This is an optimization exercise on Yosys and OpenROAD, whose aim is small area, not a production implementation.
In this exercise RTL edits were held to simulation tests only and were not proved equivalent to the original.
Power figures rest on the tool's default switching activity, not on a simulated workload.

// multiply_matrix
module multiply_matrix
(
    input clk,
    input load,
	input load_w,
	input [159:0] c,
    input [63:0] a,
	input [63:0] b,
    output logic [159:0] out
);
==> flow/config.mk <==
export PLATFORM = sky130hd
export DESIGN_NAME = multiply_matrix
export DESIGN_NICKNAME = multiply_matrix
export VERILOG_FILES = /design/flow/design.v
export SDC_FILE = /design/flow/constraint.sdc
export NUM_CORES = 8
export LEC_CHECK = 0
export CAP_MARGIN = 20
export CORE_MARGIN = 2
export CORE_UTILIZATION = 60
export CTS_BUF_LIST = sky130_fd_sc_hd__clkbuf_8 sky130_fd_sc_hd__clkbuf_16
export CTS_CLUSTER_DIAMETER = 60
export CTS_CLUSTER_SIZE = 20
export PLACE_DENSITY = 0.72
export SLEW_MARGIN = 20
export SYNTH_HIERARCHICAL = 1
export TNS_END_PERCENT = 10
==> flow/constraint.sdc <==
create_clock -name core_clock -period 5.0 [get_ports {clk}]
set_input_delay 1.0000 -clock core_clock [delete_from_list [all_inputs] [get_ports {clk}]]
set_output_delay 1.0000 -clock core_clock [all_outputs]
set_load 0.01 [all_outputs]
standard.sh (not shown) runs the stock make flow with config.mk's settings and CLKGATE_MAP_FILE= SYNTH_SCRIPT=/design/flow/synth_recipe.tcl, a recipe that flattens the netlist after the stock synthesis.
==> flow/flow/run.sh <==
#!/bin/bash
# Layout: the standard flow (standard.sh, unchanged synthesis and steps),
# with the input and output port buffers made of sky130_fd_sc_hd__buf_1 and
# clock tree synthesis without dummy loads and with larger sink clusters.
set -euo pipefail
export BUFFER_PORTS_ARGS="-buffer_cell sky130_fd_sc_hd__buf_1"
export CTS_ARGS="-sink_clustering_enable -repair_clock_nets -dont_use_dummy_load -sink_clustering_size 30 -sink_clustering_max_diameter 90 -buf_list sky130_fd_sc_hd__clkbuf_16"
bash standard.sh > standard_flow.log 2>&1
==> next run, changes <==
--- a/flow/flow/run.sh
+++ b/flow/flow/run.sh
@@ -6,3 +6,3 @@
 export BUFFER_PORTS_ARGS="-buffer_cell sky130_fd_sc_hd__buf_1"
-export CTS_ARGS="-sink_clustering_enable -repair_clock_nets -dont_use_dummy_load -sink_clustering_size 30 -sink_clustering_max_diameter 90 -buf_list sky130_fd_sc_hd__clkbuf_16"
+export CTS_ARGS="-sink_clustering_enable -repair_clock_nets -dont_use_dummy_load -sink_clustering_size 30 -sink_clustering_max_diameter 80 -buf_list sky130_fd_sc_hd__clkbuf_16"
 bash standard.sh > standard_flow.log 2>&1
Settings changed: PLACE_DENSITY 0.72 to 0.65, TNS_END_PERCENT 10 to not set.
What happened:
- final area climbs by 0.91%
- clock power climbs by about 9%
- combinational power drops by 2.7%
- cell count climbs by 0.76%
- worst setup slack is better by 0.047 ns
- global-route usage climbs by 1.1 points
- synthesized cell count does not change
- core utilization climbs by 0.56 points
- worst hold slack is better by 0.061 ns
- via count climbs by 0.48%
- power drops by 1.2%
==> next run, changes <==
Settings changed: PLACE_DENSITY 0.65 to 0.8.
After rerunning:
- core utilization drops by 0.17 points
- first-iteration DRC count rises by 3.0%
- flip-flop and latch count is unchanged
- synthesized cell count is unchanged
- design area is about the same
- global-route usage shrinks by 0.46 points
- routed wire length decreases by 1.1%
- cell count hardly moves
- total power shrinks by 0.39%
==> next run, changes <==
--- a/flow/flow/run.sh
+++ b/flow/flow/run.sh
@@ -6,3 +6,3 @@
 export BUFFER_PORTS_ARGS="-buffer_cell sky130_fd_sc_hd__buf_1"
-export CTS_ARGS="-sink_clustering_enable -repair_clock_nets -dont_use_dummy_load -sink_clustering_size 30 -sink_clustering_max_diameter 80 -buf_list sky130_fd_sc_hd__clkbuf_16"
+export CTS_ARGS="-sink_clustering_enable -repair_clock_nets -dont_use_dummy_load -sink_clustering_size 30 -sink_clustering_max_diameter 90 -buf_list sky130_fd_sc_hd__clkbuf_16"
 bash standard.sh > standard_flow.log 2>&1
Settings changed: CORE_UTILIZATION 60 to 57, CTS_BUF_LIST sky130_fd_sc_hd__clkbuf_8 sky130_fd_sc_hd__clkbuf_16 to not set, CTS_CLUSTER_DIAMETER 60 to not set, CTS_CLUSTER_SIZE 20 to not set, PLACE_DENSITY 0.8 to 0.7.
Outcome:
- power increases by 0.51%
- via count is lower by about 1.2%
- cell area hardly moves
- non-clock buffer count fell by 41
- combinational power went up by about 1%
- register-to-register slack got worse by 0.05 ns

## what the ideal ports hide
The flow's constraints put no driver on any port. The routed layouts listed below were extracted and timed again, unchanged, in two steps. Step 1: set_driving_cell puts a clkbuf_16 on clk and a buf_2 on each other input, an assumption about the parent block. Step 2 moves the port delays by t, midway between the first and last clock arrival at a register: inputs arrive t later, outputs are due t later. That takes back most of the time a late clock gives input paths. a / b / c = ideal / step 1 / step 2; a / b = the first two.
| run | shift t [ns] | slack for setup (ns) | hold WS [ns] | worst setup path after step 2 | worst data-port slew with drivers (ns) |
|---|---|---|---|---|---|
| the first run | 1.016 | 0.136 / 0.135 / 0.135 | 0.207 / 0.124 / 0.348 | register to register | 0.08 |
| the second run | 0.954 | 0.182 / 0.182 / 0.182 | 0.268 / 0.193 / 0.365 | register to register | 0.11 |
| the third run | 0.982 | 0.189 / 0.189 / 0.189 | 0.233 / 0.151 / 0.363 | register to register | 0.12 |
| the fourth run | 0.962 | 0.139 / 0.139 / 0.139 | 0.268 / 0.181 / 0.381 | register to register | 0.12 |
After both steps every run listed still meets setup and hold. The setup slack of the first run, which loses most, moves by -0.001 ns with the drivers and by -0.001 ns with both steps.
